This is an optimization exercise on Yosys and OpenROAD, whose aim is small area, not a production implementation. Function was checked by simulation only, so behaviour that the tests miss may differ from the original. No activity file was given, so power comes from the tool's default toggle rates.

==> build 58: inputs <==
==> flow/design.v <==
module RAM(clk,rst_n,ld_wa,ld_ra,ld_wr,rx_byte,rx_last,tx_data);
parameter MEM_DEPTH = 256;
parameter ADDR_SIZE = 8;
localparam NW = 18;           
localparam NR = 18;           
input clk,rst_n,ld_wa,ld_ra,ld_wr;
input[7:0] rx_byte,rx_last;
output reg[7:0] tx_data;
reg[ADDR_SIZE-1:0] addr_wr;
reg[ADDR_SIZE-1:0] addr_rd;
reg[ADDR_SIZE-1:0] wp_addr;   
reg[7:0] wp_data;             
reg[7:0] c;
reg[8*MEM_DEPTH-1:0] ring;
function integer wtap;        
	input integer k;
	wtap = (k * MEM_DEPTH) / NW;
endfunction
function integer iswtap;      
	input integer s;
	integer k;
	begin
		iswtap = 0;
		for (k = 0; k < NW; k = k + 1)
			if (wtap(k) == s) iswtap = 1;
	end
endfunction
function integer rtap;        
	input integer k;
	rtap = (k * MEM_DEPTH) / NR;
endfunction
always @(posedge clk or negedge rst_n) begin
	if (!rst_n) begin
		addr_wr <= 0;
		addr_rd <= 0;
	end else begin
		if (ld_wa) addr_wr <= rx_last;
		if (ld_ra) addr_rd <= rx_last;
	end
end
always @(posedge clk) begin
	c <= c + 8'd1;
	if (ld_wr) begin
		wp_addr <= addr_wr;
		wp_data <= rx_byte;
	end
end
wire[7:0] u = wp_addr + c + 8'd1;
wire[7:0] v = addr_rd + c;
genvar s, k;
generate
	for (s = 0; s < MEM_DEPTH; s = s + 1) begin : st
		wire[7:0] prev = ring[8*((s+MEM_DEPTH-1)%MEM_DEPTH) +: 8];
		if (iswtap(s)) begin : wt
			always @(posedge clk)
				ring[8*s +: 8] <= (u == s) ? wp_data : prev;
		end else begin : pl
			always @(posedge clk)
				ring[8*s +: 8] <= prev;
		end
	end
endgenerate
wire[8*NR-1:0] rterm;
generate
	for (k = 0; k < NR; k = k + 1) begin : rt
		assign rterm[8*k +: 8] = (v == rtap(k)) ? ring[8*rtap(k) +: 8] : 8'd0;
	end
endgenerate
reg[7:0] rword;
reg rhit;
integer i;
always @(*) begin
	rword = 8'd0;
	rhit = 1'b0;
	for (i = 0; i < NR; i = i + 1) begin
		rword = rword | rterm[8*i +: 8];
		rhit = rhit | (v == rtap(i));
	end
end
always @(posedge clk) begin
	if (wp_addr == addr_rd) tx_data <= wp_data;
	else if (rhit) tx_data <= rword;
end
endmodule
module SPI_SLAVE(MOSI,SS_n,clk,rst_n,tx_data,MISO,ld_wa,ld_ra,ld_wr,rx_byte,rx_last);
input clk,rst_n,MOSI,SS_n;
input[7:0] tx_data;
output MISO;
output ld_wa;                 
output ld_ra;                 
output ld_wr;                 
output[7:0] rx_byte;          
output[7:0] rx_last;          
localparam IDLE = 2'd0;
localparam CHK  = 2'd1;
localparam DATA = 2'd2;
reg[1:0] cs;
reg[4:0] cnt;
reg[9:0] rx;
reg read_data;                
reg rdd;                      
always @(posedge clk or negedge rst_n) begin
	if (~rst_n) begin
		cs <= IDLE;
		read_data <= 1'b0;
	end else begin
		case (cs)
		IDLE: cs <= SS_n ? IDLE : CHK;
		CHK: begin
			cs <= SS_n ? IDLE : DATA;
			if (~SS_n && MOSI) read_data <= ~read_data;
		end
		DATA: cs <= SS_n ? IDLE : DATA;
		default: cs <= IDLE;
		endcase
	end
end
always @(posedge clk) begin
	rx <= {rx[8:0], MOSI};
	if (cs == CHK) begin
		cnt <= 5'd4;
		rdd <= MOSI & read_data;
	end else begin
		if (cnt != 5'd31) cnt <= cnt + 5'd1;
		if (cnt == 5'd4 || cnt == 5'd5) rdd <= rdd & MOSI;
	end
end
assign MISO = rdd && cnt[4:3] == 2'b10 && tx_data[3'd7 - cnt[2:0]];
wire at11 = (cs == DATA) && (cnt == 5'd13) && ~SS_n;
assign ld_wa = at11 && rx[8:7] == 2'b00;
assign ld_ra = at11 && rx[8:7] == 2'b10;
assign ld_wr = (cs == DATA) && (cnt == 5'd14) && rx[9:8] == 2'b01;
assign rx_byte = rx[7:0];
assign rx_last = {rx[6:0], MOSI};
endmodule
module SPI_Wrapper(MISO,MOSI,SS_n,clk,rst_n);
parameter MEM_DEPTH = 256;
parameter ADDR_SIZE = 8;
input MOSI,SS_n,clk,rst_n;
output MISO;
wire[7:0] tx_data,rx_byte,rx_last;
wire ld_wa,ld_ra,ld_wr;
RAM #(MEM_DEPTH,ADDR_SIZE) ram(clk,rst_n,ld_wa,ld_ra,ld_wr,rx_byte,rx_last,tx_data);
SPI_SLAVE spi(MOSI,SS_n,clk,rst_n,tx_data,MISO,ld_wa,ld_ra,ld_wr,rx_byte,rx_last);
endmodule
==> flow/run.sh <==
#!/bin/bash
# synth_recipe.tcl (not shown) runs the flow's synth.tcl, then flattens the netlist and writes it again
# the make line also repeats each setting of config.mk as NAME=value (left out here)
make -C /OpenROAD-flow-scripts/flow DESIGN_CONFIG=/design/flow/config.mk WORK_HOME=/design/flow/orfs CLKGATE_MAP_FILE= SYNTH_SCRIPT=/design/flow/synth_recipe.tcl finish
==> flow/config.mk <==
export PLATFORM = sky130hd
export DESIGN_NAME = SPI_Wrapper
export DESIGN_NICKNAME = SPI_Wrapper
export VERILOG_FILES = /design/flow/design.v
export SDC_FILE = /design/flow/constraint.sdc
export NUM_CORES = 4
export LEC_CHECK = 0
export ABC_AREA = 1
export CAP_MARGIN = 20
export CORE_MARGIN = 2
export CORE_UTILIZATION = 65
export CTS_BUF_LIST = sky130_fd_sc_hd__clkbuf_8
export CTS_CLUSTER_DIAMETER = 60
export CTS_CLUSTER_SIZE = 20
export SLEW_MARGIN = 20
==> flow/constraint.sdc <==
create_clock -name core_clock -period 5.0 [get_ports {clk}]
set_input_delay 1.0000 -clock core_clock [delete_from_list [all_inputs] [get_ports {clk}]]
set_output_delay 1.0000 -clock core_clock [all_outputs]
set_load 0.01 [all_outputs]
==> trial 61: changes against build 58 <==
==> flow/design.v, changed modules only <==
module RAM(din,clk,rst_n,rx_valid,dout,tx_valid);
parameter MEM_DEPTH = 256;
parameter ADDR_SIZE = 8;
reg[ADDR_SIZE-1:0] mem[MEM_DEPTH-1:0];
input clk,rst_n,rx_valid;
input[9:0] din;
output reg[ADDR_SIZE-1:0] dout;
output reg tx_valid;
reg[ADDR_SIZE-1:0] addr_wr;
reg[ADDR_SIZE-1:0] addr_rd;
always @(posedge clk or negedge rst_n) begin
	if (!rst_n) begin 
            dout<=0;
            addr_rd<=0;
            addr_wr<=0;
            tx_valid<=0;
	            end
	else begin
         tx_valid<=(din[9:8]==2'b11 && rx_valid)?1:0;
        if(rx_valid) begin
		case(din[9:8])
		2'b00 : addr_wr<=din[7:0];
		2'b10 : addr_rd<=din[7:0];
        2'b11 : dout<=mem[addr_rd];
        default : ;
          endcase
        end
	end
end
always @(posedge clk) begin
	if (rst_n && rx_valid && din[9:8]==2'b01) mem[addr_wr]<=din[7:0];
end
endmodule
module SPI_SLAVE(MOSI,tx_valid,tx_data,rst_n,SS_n,clk,MISO,rx_valid,rx_data);
parameter IDLE = 3'b000;
parameter CHK_CMD = 3'b001;
parameter WRITE = 3'b010;
parameter READ_DATA = 3'b011;
parameter READ_ADD = 3'b100;
input clk,rst_n,tx_valid,MOSI,SS_n;
input[7:0] tx_data;
output reg MISO;
output rx_valid;
output reg[9:0] rx_data;
reg[3:0] counter_1,counter_2;
reg stop,read_data;
reg[2:0] cs,ns;
always @(posedge clk or negedge rst_n) begin
	if (~rst_n) begin
	       cs<=IDLE;
	       read_data<=0;
	end
	else begin
	       cs<=ns;
	       if(cs==READ_ADD && counter_1<=10) read_data<=1;
	       else if(cs==READ_DATA && counter_1<=10) read_data<=0;
	end
end
always @(*) begin
	case(cs)
	IDLE : begin
		ns=SS_n?IDLE:CHK_CMD;
	end 
	CHK_CMD : begin
	    if(SS_n) ns=IDLE;
		else if(~MOSI) ns=WRITE;
		else if(~read_data) begin
			ns=READ_ADD;
		end
		else begin
			ns=READ_DATA;
		end 
	end
	WRITE: ns=SS_n?IDLE:WRITE;
    READ_ADD: ns=SS_n?IDLE:READ_ADD;
    READ_DATA: ns=SS_n?IDLE:READ_DATA;
    default : ns=IDLE;
    endcase  
end
always @(posedge clk) begin
	case(cs)
	IDLE: begin 
	    counter_1<=1;
	    counter_2<=1;
	end
	WRITE: begin
	if(counter_1<=10) begin
		rx_data[10-counter_1]<=MOSI;
	    counter_1<=counter_1+1;
	    end
	end
	READ_ADD: begin
		if(counter_1<=10) begin
		rx_data[10-counter_1]<=MOSI;
	    counter_1<=counter_1+1;
	    end
	end
    READ_DATA: begin
    	if(counter_1<=10) begin
    	rx_data[10-counter_1]<=MOSI;
	    counter_1<=counter_1+1;
	    end
	    if(tx_valid && counter_2<=8) begin
	    	MISO<=tx_data[8-counter_2];
	    	counter_2<=counter_2+1;
	    end
    end
    default: begin
    	counter_1<=1;
	    counter_2<=1;
    end
    endcase
end
assign rx_valid = ((cs==WRITE || cs==READ_DATA || cs==READ_ADD) && counter_1>10)?1:0;
endmodule 
module SPI_Wrapper(MISO,MOSI,SS_n,clk,rst_n);
parameter MEM_DEPTH = 256;
parameter ADDR_SIZE = 8;
input MOSI,SS_n,clk,rst_n;
output MISO;
wire[9:0] rx_data;
wire[7:0] tx_data;
wire tx_valid,rx_valid;
RAM #(MEM_DEPTH,ADDR_SIZE) ram(rx_data,clk,rst_n,rx_valid,tx_data,tx_valid);
SPI_SLAVE spi(MOSI,tx_valid,tx_data,rst_n,SS_n,clk,MISO,rx_valid,rx_data);
endmodule
Settings changed: ABC_AREA 1 to not set, CORE_UTILIZATION 65 to 40, CTS_BUF_LIST sky130_fd_sc_hd__clkbuf_8 to not set, CTS_CLUSTER_DIAMETER 60 to not set, CTS_CLUSTER_SIZE 20 to not set.
==> trial 1: changes against build 58 <==
--- a/flow/design.v
+++ b/flow/design.v
@@ -4,3 +4,3 @@
 localparam NW = 18;           
-localparam NR = 18;           
+localparam NR = 19;           
 input clk,rst_n,ld_wa,ld_ra,ld_wr;
@@ -86,4 +86,4 @@
 input clk,rst_n,MOSI,SS_n;
-input[7:0] tx_data;
-output MISO;
+input[7:0] tx_data;           
+output reg MISO;
 output ld_wa;                 
@@ -97,3 +97,3 @@
 reg[1:0] cs;
-reg[4:0] cnt;
+reg[4:0] cnt;                 
 reg[9:0] rx;
@@ -120,14 +120,15 @@
 	if (cs == CHK) begin
-		cnt <= 5'd4;
+		cnt <= 5'd1;
 		rdd <= MOSI & read_data;
 	end else begin
-		if (cnt != 5'd31) cnt <= cnt + 5'd1;
-		if (cnt == 5'd4 || cnt == 5'd5) rdd <= rdd & MOSI;
+		if (cnt != 5'd20) cnt <= cnt + 5'd1;
+		if (cnt == 5'd1 || cnt == 5'd2) rdd <= rdd & MOSI;
 	end
+	if (cs == DATA && rdd && cnt >= 5'd12 && cnt <= 5'd19)
+		MISO <= tx_data[5'd19 - cnt];
 end
-assign MISO = rdd && cnt[4:3] == 2'b10 && tx_data[3'd7 - cnt[2:0]];
-wire at11 = (cs == DATA) && (cnt == 5'd13) && ~SS_n;
+wire at11 = (cs == DATA) && (cnt == 5'd10) && ~SS_n;
 assign ld_wa = at11 && rx[8:7] == 2'b00;
 assign ld_ra = at11 && rx[8:7] == 2'b10;
-assign ld_wr = (cs == DATA) && (cnt == 5'd14) && rx[9:8] == 2'b01;
+assign ld_wr = (cs == DATA) && (cnt == 5'd11) && rx[9:8] == 2'b01;
 assign rx_byte = rx[7:0];
Settings changed: ABC_AREA 1 to not set, CORE_UTILIZATION 65 to 40, CTS_BUF_LIST sky130_fd_sc_hd__clkbuf_8 to not set, CTS_CLUSTER_DIAMETER 60 to not set, CTS_CLUSTER_SIZE 20 to not set.
==> notes.md <==
item                                                           trial 61                   trial 1                  build 58
Run status                                     timing/DRC/antenna clean  timing/DRC/antenna clean  timing/DRC/antenna clean
Critical path origin                                spi.cs[1]$_DFF_PN0_          ram.c[0]$_DFF_P_   spi.cnt[0]$_SDFFE_PP0P_
Post-Layout Inst Area                                       0.09251 mm2               0.05615 mm2               0.05074 mm2
Placed Area                                                 0.08582 mm2               0.04991 mm2               0.04880 mm2
Largest area contributor in the netlist       sky130_fd_sc_hd__edfxtp_1  sky130_fd_sc_hd__dfxtp_1  sky130_fd_sc_hd__dfxtp_1
Share of power burned in combinational logic                       3.5%                      0.6%                      1.5%
Placement Setup Slack                                         0.3775 ns                 0.8608 ns                  1.591 ns
Total number of H-tree levels                                         4                         4                         3
Final period demand of the worst path                          4.350 ns                  4.187 ns                  3.993 ns
Critical path buffers and inverters                                   0                         1                         2
Register share of total power                                     54.7%                     54.3%                     69.8%
Clock group power                                               15.3 mW                   14.1 mW                   7.01 mW
Multi-input gate area in the final layout                   0.01829 mm2              0.004933 mm2              0.004483 mm2
Count of multi-input gates                                        1,658                       575                       882
Met3 capacity usage during global routing                        5.226%                    3.557%                    3.823%
Worst Setup Slack, final                                      0.6504 ns                 0.8130 ns                  1.007 ns
Post-detailed-routing wire length                            217,500 um                 84,760 um                 78,180 um
Count of sequential standard cells                                2,096                     2,116                     2,115
Synthesized area                                            0.08271 mm2               0.04790 mm2               0.04776 mm2
FF-to-FF setup slack                                            0.65 ns                   0.81 ns                   1.52 ns
Origin of the worst min-delay path              ram.dout[7]$_DFFE_PN0P_     ram.ring[943]$_DFF_P_    ram.ring[1125]$_DFF_P_
Fraction of area in multi-input gates                            19.77%                    8.786%                    8.835%
Fill cell count                                                  17,021                     9,967                     4,957
Met1 layer usage reported by global route                        28.81%                    20.00%                    31.05%
Clock sinks                                                       2,096                     2,116                     2,115
Leakage power                                                  26.54 nW                  22.44 nW                  20.36 nW
Length of routed wiring on met1                               89,110 um                 42,050 um                 38,910 um

[port drivers added, routing unchanged]
The flow's constraints put no driver on any port. The routed layouts listed below were extracted and timed again, unchanged, in two steps.
Step 1 sets driving cells, clkbuf_16 on the clock port and buf_2 on the other inputs (assumed; they add their load-dependent delay and slew).
Step 2, shift: input delay + t, output delay - t, t = (earliest + latest rising clock arrival at the registers) / 2. This alone moves slack from input paths to output paths.
Slacks: ideal / step 1 / step 2; pairs: ideal / step 1.
| run | t, ns | setup slack, ns | slew at the worst register clock pin (ns) | worst data-port slew with drivers (ns) |
|---|---|---|---|---|
| build 58 | 0.837 | 1.007 / 0.943 / 1.517 | 0.12 / 0.12 | 0.03 |
| trial 61 | 0.929 | 0.650 / 0.650 / 0.284 | 0.07 / 0.07 | 0.03 |
| trial 1 | 0.843 | 0.813 / 0.813 / 0.813 | 0.07 / 0.07 | 0.03 |
After both steps setup and hold are still met in every run listed. For trial 61, which loses most, drivers alone change the setup slack by 0.000 ns; drivers and shift together by -0.366 ns.
